Source: an optimization exercise on an open RTL-to-GDS flow (aim: small area, a short achievable clock period and few clock cycles). Production flows keep margins and buffers that such runs may drop. Function was checked by simulation only, so behaviour that the tests miss may differ from the original. Power is estimated from default activity; no workload was simulated.

File: design.v
module bool(input logic [3:0] ALUOp,
            input logic [31:0] A, B,
	    output logic [31:0] boolout);
always_comb begin
	case(ALUOp)
		4'b1010:	boolout <= A;
		4'b1000:	boolout <= A & B;
		4'b0001:	boolout <= ~(A | B);
		4'b1110:	boolout <= A | B;
		4'b1001:	boolout <= ~(A ^ B);
		4'b0110:	boolout <= (A ^ B);
		default:	boolout <= 32'd0;
	endcase
end
endmodule
module arith(input logic [1:0] op,
             input logic [31:0] A, B,
	     output logic [31:0] arithout,
	     output logic z, v, n);
logic [31:0] two_B;
always_comb begin
	if(op == 2'b0) begin
		two_B <= B;
	end
	else begin
		two_B <= ~B + 1;
	end
end
assign arithout = A + two_B;
always_comb begin
	if((~A[31] & ~two_B[31] & arithout[31]) || (A[31] & two_B[31] & ~arithout[31]))
		v <= 1;
	else
		v <= 0;
end
assign z = (arithout == 0);
assign n = (arithout[31] == 1);
endmodule
module comp(input logic op1, op2,
	    input logic z, v, n,
	    output logic [31:0] compout);
always_comb begin
	if(op1 && !op2) begin
		if(!n && !z && v)	compout <= 1;
		else if((n || z) && !v)	compout <= 1;
		else				compout <= 0;
	end
	else if(!op1 && !op2) begin
		if(!n && z)			compout <= 1;
		else				compout <= 0;
	end
	else if(!op1 && op2) begin
		if(!z && n && !v)	compout <= 1;
		else if(!z && !n && v)	compout <= 1;
		else					compout <= 0;
	end
	else
		compout <= 0;
end
endmodule
module shift(	input logic [1:0] ALUOp, 
				input logic [31:0] A, B,
				output logic [31:0] shiftout);
int A_int;
assign A_int = A;
always_comb begin
	case(ALUOp)
		2'b00:		shiftout <= A << B;
		2'b01:		shiftout <= A >> B;
		2'b11:		shiftout <= A_int >>> B;
		default:	shiftout <= 0;
	endcase
end
endmodule
module alu(input logic [31:0] A, B,
	   input logic [4:0] ALUOp,
	   output logic [31:0] Y,
	   output logic z, v, n);
logic [31:0] boolout, shiftout, arithout, compout;
bool xbool(ALUOp[3:0], A, B, boolout);
arith xarith(ALUOp[1:0],A,B,arithout,z,v,n);
comp xcomp(ALUOp[3], ALUOp[1], z,v,n,compout);
shift xshift(ALUOp[1:0],A,B,shiftout);
always_comb begin
	if(ALUOp >= 5'b10000)			Y <= boolout;
	else if(ALUOp[3:2] == 2'b10)	Y <= shiftout;
	else if(ALUOp[2] == 1'b1 && ALUOp[0] == 1'b1)	Y <= compout;
	else if(ALUOp == 5'b0 || ALUOp == 5'b1)			Y <= arithout;
	else										Y <= 32'b0;
end
endmodule
module ctl(	input logic reset, 
			input logic [5:0] opCode, funct,
			output logic RegDst, ALUSrc, RegWrite,
			output logic MemWrite, MemRead, MemToReg,
			output logic [4:0] ALUOp);
always_comb begin
	if(reset == 1) begin
		RegDst <= 0;
		ALUSrc <= 0;
		RegWrite <= 0;
		MemWrite <= 0;
		MemRead <= 0;
		MemToReg <= 0;
		ALUOp <= 0;
	end
	else begin
		if(opCode == 6'b0) begin
			if(funct == 6'b100000) begin 		 
				RegDst <= 0;
				RegWrite <= 1;
				ALUSrc <= 0;
				MemWrite <= 0;
				MemRead <= 0;
				MemToReg <= 0;
				ALUOp <= 5'b0;
			end
			else if(funct == 6'b100010)	begin
				RegDst <= 0;
				RegWrite <= 1;
				ALUSrc <= 0;
				MemWrite <= 0;
				MemRead <= 0;
				MemToReg <= 0;
				ALUOp <= 5'b1;			 
			end
			else if(funct == 6'b100100)	begin
				RegDst <= 0;
				RegWrite <= 1;
				ALUSrc <= 0;
				MemWrite <= 0;
				MemRead <= 0;
				MemToReg <= 0;
				ALUOp <= 5'b11000;   
			end
			else if(funct == 6'b100111)	begin
				RegDst <= 0;
				RegWrite <= 1;
				ALUSrc <= 0;
				MemWrite <= 0;
				MemRead <= 0;
				MemToReg <= 0;
				ALUOp <= 5'b10001;
			end    
			else if(funct == 6'b100101) begin
				RegDst <= 0;
				RegWrite <= 1;
				ALUSrc <= 0;
				MemWrite <= 0;
				MemRead <= 0;
				MemToReg <= 0;
				ALUOp <= 5'b11110;   
			end
			else if(funct == 6'b100110)	begin
				RegDst <= 0;
				RegWrite <= 1;
				ALUSrc <= 0;
				MemWrite <= 0;
				MemRead <= 0;
				MemToReg <= 0;
				ALUOp <= 5'b10110;   
			end
			else if(funct == 6'b101010) begin
				RegDst <= 0;
				RegWrite <= 1;
				ALUSrc <= 0;
				MemWrite <= 0;
				MemRead <= 0;
				MemToReg <= 0;
				ALUOp <= 5'b00111;
			end
			else if(funct == 6'b0) begin  
				RegDst <= 0;
				ALUSrc <= 1;
				RegWrite <= 1;
				MemWrite <= 0;
				MemRead <= 0;
				MemToReg <= 0;
				ALUOp <= 5'b01000;
			end
			else if(funct == 6'b000010) begin  
				RegDst <= 0;
				ALUSrc <= 1;
				RegWrite <= 1;
				MemWrite <= 0;
				MemRead <= 0;
				MemToReg <= 0;
				ALUOp <= 5'b01001;
			end
			else if(funct == 6'b000011) begin  
				RegDst <= 0;
				ALUSrc <= 1;
				RegWrite <= 1;
				MemWrite <= 0;
				MemRead <= 0;
				MemToReg <= 0;
				ALUOp <= 5'b01011;
			end
			else begin
				RegDst <= 0;
				ALUSrc <= 0;
				RegWrite <= 0;
				MemWrite <= 0;
				MemRead <= 0;
				MemToReg <= 0;
				ALUOp <= 0;
			end
		end
		else if(opCode == 6'b001000) begin  
			RegDst <= 1;
			ALUSrc <= 1;
			RegWrite <= 1;
			MemWrite <= 0;
			MemRead <= 0;
			MemToReg <= 0;
			ALUOp <= 5'b0;
		end
		else if(opCode == 6'b001100) begin  
			RegDst <= 1;
			ALUSrc <= 1;
			RegWrite <= 1;
			MemWrite <= 0;
			MemRead <= 0;
			MemToReg <= 0;
			ALUOp <= 5'b11000;
		end
		else if(opCode == 6'b001101) begin  
			RegDst <= 1;
			ALUSrc <= 1;
			RegWrite <= 1;
			MemWrite <= 0;
			MemRead <= 0;
			MemToReg <= 0;
			ALUOp <= 5'b11110;
		end
		else if(opCode == 6'b001110) begin  
			RegDst <= 1;
			ALUSrc <= 1;
			RegWrite <= 1;
			MemWrite <= 0;
			MemRead <= 0;
			MemToReg <= 0;
			ALUOp <= 5'b10110;
		end
		else if(opCode == 6'b100011) begin  
			RegDst <= 1;
			ALUSrc <= 1;
			RegWrite <= 1;
			MemWrite <= 0;
			MemRead <= 1;
			MemToReg <= 1;
			ALUOp <= 5'b0;
		end
		else if(opCode == 6'b101011) begin  
			RegDst <= 0;
			ALUSrc <= 1;
			RegWrite <= 0;
			MemWrite <= 1;
			MemRead <= 0;
			MemToReg <= 0;
			ALUOp <= 5'b0;
		end
		else begin
			RegDst <= 0;
			ALUSrc <= 0;
			RegWrite <= 0;
			MemWrite <= 0;
			MemRead <= 0;
			MemToReg <= 0;
			ALUOp <= 0;
		end
	end
end
endmodule
module pc(	input logic clk, reset,
			output logic [31:0] ia);
always_ff @(posedge clk or posedge reset) begin
	if(reset==1)
		ia <= 0;
	else
		ia <= ia + 4;
end
endmodule
module regfile(	input logic clk, RegWrite, RegDst,
				input logic [4:0] ra, rb, rc,
				input logic [31:0] wdata,
				output logic [31:0] radata, rbdata);
logic [31:0] memory [31:0];
assign radata = (ra == 5'b0) ? 32'b0 : memory[ra];
assign rbdata = (rb == 5'b0) ? 32'b0 : memory[rb];
always_ff @(posedge clk) begin
	if(RegWrite) begin
		if(!RegDst) memory[rc] <= wdata;
		else 		memory[rb] <= wdata;
	end
end
endmodule
module beta(    input logic clk, reset,
                input logic [31:0] id, memReadData,
                output logic [31:0] ia, memAddr, memWriteData,
                output logic MemRead, MemWrite);
logic RegDst, ALUSrc, RegWrite, MemToReg, z, v, n;
logic [4:0] ALUOp;
logic [31:0] radata, ext_data , alu_2nd_src, rbdata, wdata;
pc pc_module(clk, reset, ia);
ctl ctl_module(reset, id[31:26], id[5:0], RegDst, ALUSrc, RegWrite, MemWrite, MemRead, MemToReg, ALUOp );
regfile regfile_module(clk, RegWrite, RegDst, id[25:21], id[20:16], id[15:11], wdata, radata, rbdata);
alu alu_module(radata, alu_2nd_src, ALUOp, memAddr, z, v, n);
always_comb begin
    if(ALUOp[4] == 1'b1)  
        ext_data <= {{16'b0}, id[15:0]};
    else if(ALUOp == 5'b01000 || ALUOp == 5'b01001 || ALUOp == 5'b01011)  
        ext_data <= {{27'b0}, id[10:6]};  
    else if(ALUOp == 5'b0 || ALUOp == 5'b1 || ALUOp == 5'b00111 || ALUOp == 5'b00101 || ALUOp == 5'b01101  ) 
        ext_data <= {{16{id[15]}}, id[15:0]};  
    else
        ext_data <= 32'b0; 
end
always_comb begin
    case(ALUSrc)
        1'b1:       alu_2nd_src <= ext_data;
        1'b0:       alu_2nd_src <= rbdata;
     default:       alu_2nd_src <= 32'b0;
    endcase
end
always_comb begin
    case (MemToReg)
        1'b1:   wdata <= memReadData;
        1'b0:   wdata <= memAddr;
     default:   wdata <= 32'b0;
    endcase
end
assign memWriteData = rbdata;
endmodule
File: run.sh
#!/bin/bash
# synth_recipe.tcl (not shown) runs the flow's synth.tcl, then flattens the netlist and writes it again
# the make line also repeats each setting of config.mk as NAME=value (left out here)
make -C /OpenROAD-flow-scripts/flow DESIGN_CONFIG=/design/flow/config.mk WORK_HOME=/design/flow/orfs CLKGATE_MAP_FILE= SYNTH_SCRIPT=/design/flow/synth_recipe.tcl finish
File: config.mk
export PLATFORM = sky130hd
export DESIGN_NAME = beta
export DESIGN_NICKNAME = beta
export VERILOG_FILES = /design/flow/design.v
export SDC_FILE = /design/flow/constraint.sdc
export NUM_CORES = 4
export LEC_CHECK = 0
export CAP_MARGIN = 20
export CORE_MARGIN = 2
export CORE_UTILIZATION = 40
export SLEW_MARGIN = 20
File: constraint.sdc
create_clock -name core_clock -period 12.0 [get_ports {clk}]
set_input_delay 2.4000 -clock core_clock [delete_from_list [all_inputs] [get_ports {clk}]]
set_output_delay 2.4000 -clock core_clock [all_outputs]
set_load 0.01 [all_outputs]
==> impl_metrics.tcl <==
set metrics [dict create \
    clockRootBuffer "sky130_fd_sc_hd__clkbuf_16" \
    post_synth_main_area_contributors "sky130_fd_sc_hd__edfxtp_1, sky130_fd_sc_hd__mux4_2, sky130_fd_sc_hd__mux2i_1" \
    post_synth_inst_count 4273 \
    via_count 45363 \
    synthesis_stage_register_bit_count 1045 \
    gp_routability_congestion 1.05 \
    placeableCoreArea_um2 145000 \
    layout.cells.most_common "sky130_fd_sc_hd__edfxtp_1" \
    syn-cell-area_um2 58500 \
    antenna_left 0 \
    synth.avg_cell_area_um2 13.7 \
    ir_worst_vdd_uv 119 \
    layout.cells.most_common_list "sky130_fd_sc_hd__edfxtp_1, sky130_fd_sc_hd__buf_4, sky130_fd_sc_hd__mux4_2" \
    yosys.cell_types.count 97 \
    drt_pass1_iterations 9 \
    max-clock-path-buffers 3 \
    detail_route.wirelength_um 251000 \
    vias_in_the_first_global_route 44323 \
    powerDensity_nw_per_um2 157 \
    synth_flop_cell "sky130_fd_sc_hd__edfxtp_1" \
    maxClockFrequency_ghz 0.0858 \
    cts.clk_slew.worst_paths_ps 50 \
    layout-area-overhead-vs-synth_pct 19.2 \
    floorplan.die.width_um 387 \
    p_leak_uw 0.0244 \
    critical-path-max-stage-delay_ps 540 \
    cp.buffers_inverters 10 \
    detailed_place_hpwl_um 173000 \
    worst-setup-path-type "in2out" \
    vias_per_cell 6.67 \
    min_period_over_period_pct 97.2 \
    drt_iter0_drc 6196 \
    setup_viol 0 \
    unrepaired_setup_endpoints_after_global_routing "no" \
    final.min_clock_period_ps 11660 \
    critical_path.endpoint_type "primary output" \
    worst-path-max-fanout 28 \
    floorplan.die.height_um 387 \
    initial_antenna_violation_count 14 \
    placement_rows 140 \
    grt_overflow 0 \
    timing_max_transition_violations_final 0 \
    cpMostUsedCell "sky130_fd_sc_hd__buf_4" \
    global_route.usage.total_pct 32.8 \
    tritoncts "built" \
    cts_made_buffers 106 \
    hold_bufs_at_cts 0 \
    clock_sink_count 1045 \
    cp_slowest_cell "sky130_fd_sc_hd__mux4_2" \
    holdCritPathClass "reg2reg" \
    synth_enable_flop_cells 1015 \
    layoutNonFillerInstCount 6797 \
    final_hold_viol_count 0 \
    route.detailed.drc 0 \
    finalNetCount 4951 \
    start_util_pct 40.3 \
    dpl.cell_count 6594 \
    fp.dieArea_um2 149000 \
    p_total_uw 10900 \
    layout.cell_area.non_filler_um2 69800 \
    grt_max_degree 91 \
    synth.yosys.warnings 9 \
    post-synth-top-area-cell "sky130_fd_sc_hd__edfxtp_1" \
    cp-start-kind "input port" \
    pin_count 164 \
    critPathTopFamily "compound AO/OA/AOI/OAI gates" \
    worst_ep_required_time_ps 9600 \
    drive_gt1_share_pct 26.4 \
    portBuffers 161 \
    slew-limit-headroom_pct 21.9 \
    synth.top_cell.area_share_pct 52.1 \
    placedInstanceArea_um2 66200 \
    finalClockSkew_ps 72.9 \
    first_pass_grt_wire_length_um 346000 \
    synth_seq_area_share_pct 53.4 \
    critPathArrivalTime_ps 9260 \
    async_flop_share_pct 2.87 \
    status "timing/DRC/antenna clean" \
    worstMarginPinSlew_ps 1160 \
    post_drt_wl_per_cell_um 36.9 \
    cap_violations 0 \
    worstSkewPairLatency_ps 770 \
    cts_htree_levels 3 \
    final_core_utilization_pct 48.0 \
]
[kinds of logic (layout without fill, tap and decap cells)]
kind of cell	after synthesis	in the layout	share of synthesized area [%]
buf+inv	406	1006	3.04
other cells	1	8	0.00641
compound gates	996	996	11.6
xor+xnor	84	84	1.26
simple gates	838	838	6.81
fa+ha+maj	100	100	2.15
flops	1045	1045	53.4
mux	803	803	21.7
[synthesized netlist by cell type, types with 90 or more instances]
cell	number
sky130_fd_sc_hd__mux4_2	366
sky130_fd_sc_hd__nor2_1	284
sky130_fd_sc_hd__clkbuf_1	159
sky130_fd_sc_hd__a22oi_1	225
sky130_fd_sc_hd__edfxtp_1	1015
sky130_fd_sc_hd__mux2i_1	360
sky130_fd_sc_hd__inv_1	90
sky130_fd_sc_hd__o21ai_0	151
sky130_fd_sc_hd__nand2_1	192
sky130_fd_sc_hd__a21oi_1	174
sky130_fd_sc_hd__nand3_1	99
sky130_fd_sc_hd__ha_1	98
[worst paths after layout]
kind	from	end	slack, ps	cells past startpoint
max	id[16]	memAddr[31]	340	32
min reg2reg	pc_module.ia[31]	pc_module.ia[31]	480	1
max reg2reg	regfile_module.memory[11][3]	regfile_module.memory[21][31]	4990	29
max in group asynchronous	reset	pc_module.ia[29]	8890	3
min	pc_module.ia[31]	pc_module.ia[31]	480	1
min in group asynchronous	reset	pc_module.ia[17]	2750	3
[metal layers]
metal	track usage, %	vias up	wire [um]
met4	18.9	8	16600
met3	7.00	698	27800
met5	0	-	59
li1	-	18412	-
met1	42.4	23182	92800
met2	51.3	3063	113000
[worst register-to-register path, delay by kind of cell (launching register included)]
kind	cells	cell delay [ps]
flip-flops	1	390
AND/OR/NAND/NOR	5	1000
multiplexers	3	1690
buffers and inverters	4	710
adder cells (fa/ha/maj)	1	340
AO/OA/AOI/OAI	14	2240
XOR/XNOR	2	240
[registers in the layout, summed over array words and instances, names as in the netlist]
signal                 count
pc_module.ia              30
regfile_module.memory   1015
[metrics by stage]
step	hold slack, ps	setup TNS, ps	setup slack, ps
after floorplan	504	0	654
after global placement	456	-247	-247
after detailed placement	462	-296	-296
after CTS	479	0	14.7
after global routing	515	0	30.9
final	478	0	341
[power breakdown]
group          leakage (uW)  internal, uW  switching (uW)
clock network       0.00168          1810            1480
registers           0.00956          4560            2.28
logic                0.0131          1010            2070
[final cells by class]
cell class	instances	area, um2
diodes	6	15.0
fillers	12657	75600
multi-input cells	2823	26000
inverters	94	353
flip-flops and latches	1045	31200
clock buffers	126	2730
repair buffers	716	6330
well taps	1917	2400
clock inverters	70	698
[what timing repair did]
item,CTS,global route
endpoints found under the setup margin,2,3
cloned,0,0
pin swaps,3,2
resized for setup,11,15
buffers inserted,0,1
Testbench counts, summed over its fixed seeds: cycles 12,992.

==> afterwards: timing with drivers on the ports <==
The results above use ideal ports. As a check the final layout listed here was re-extracted and re-timed, cells and wires unchanged. Step 1 sets driving cells, clkbuf_16 on the clock port and buf_2 on the other inputs (assumed; they add their load-dependent delay and slew). Step 2 adds t to the input delays and takes it off the output delays; t is the mean of the earliest and latest rising clock arrival at the registers after step 1. Input paths then give back, and output paths get back, about the clock's delay inside the block. Three values: ideal, step 1, step 2; two values: the first two.
t, ns: 0.804
setup WS [ns]: 0.341 / 0.275 / 0.275
worst setup path at the end: input to output
cell pins on the clock port's net: 1
After both steps setup and hold are still met in this run. For this run, drivers alone change the setup slack by -0.066 ns; drivers and shift together by -0.066 ns.
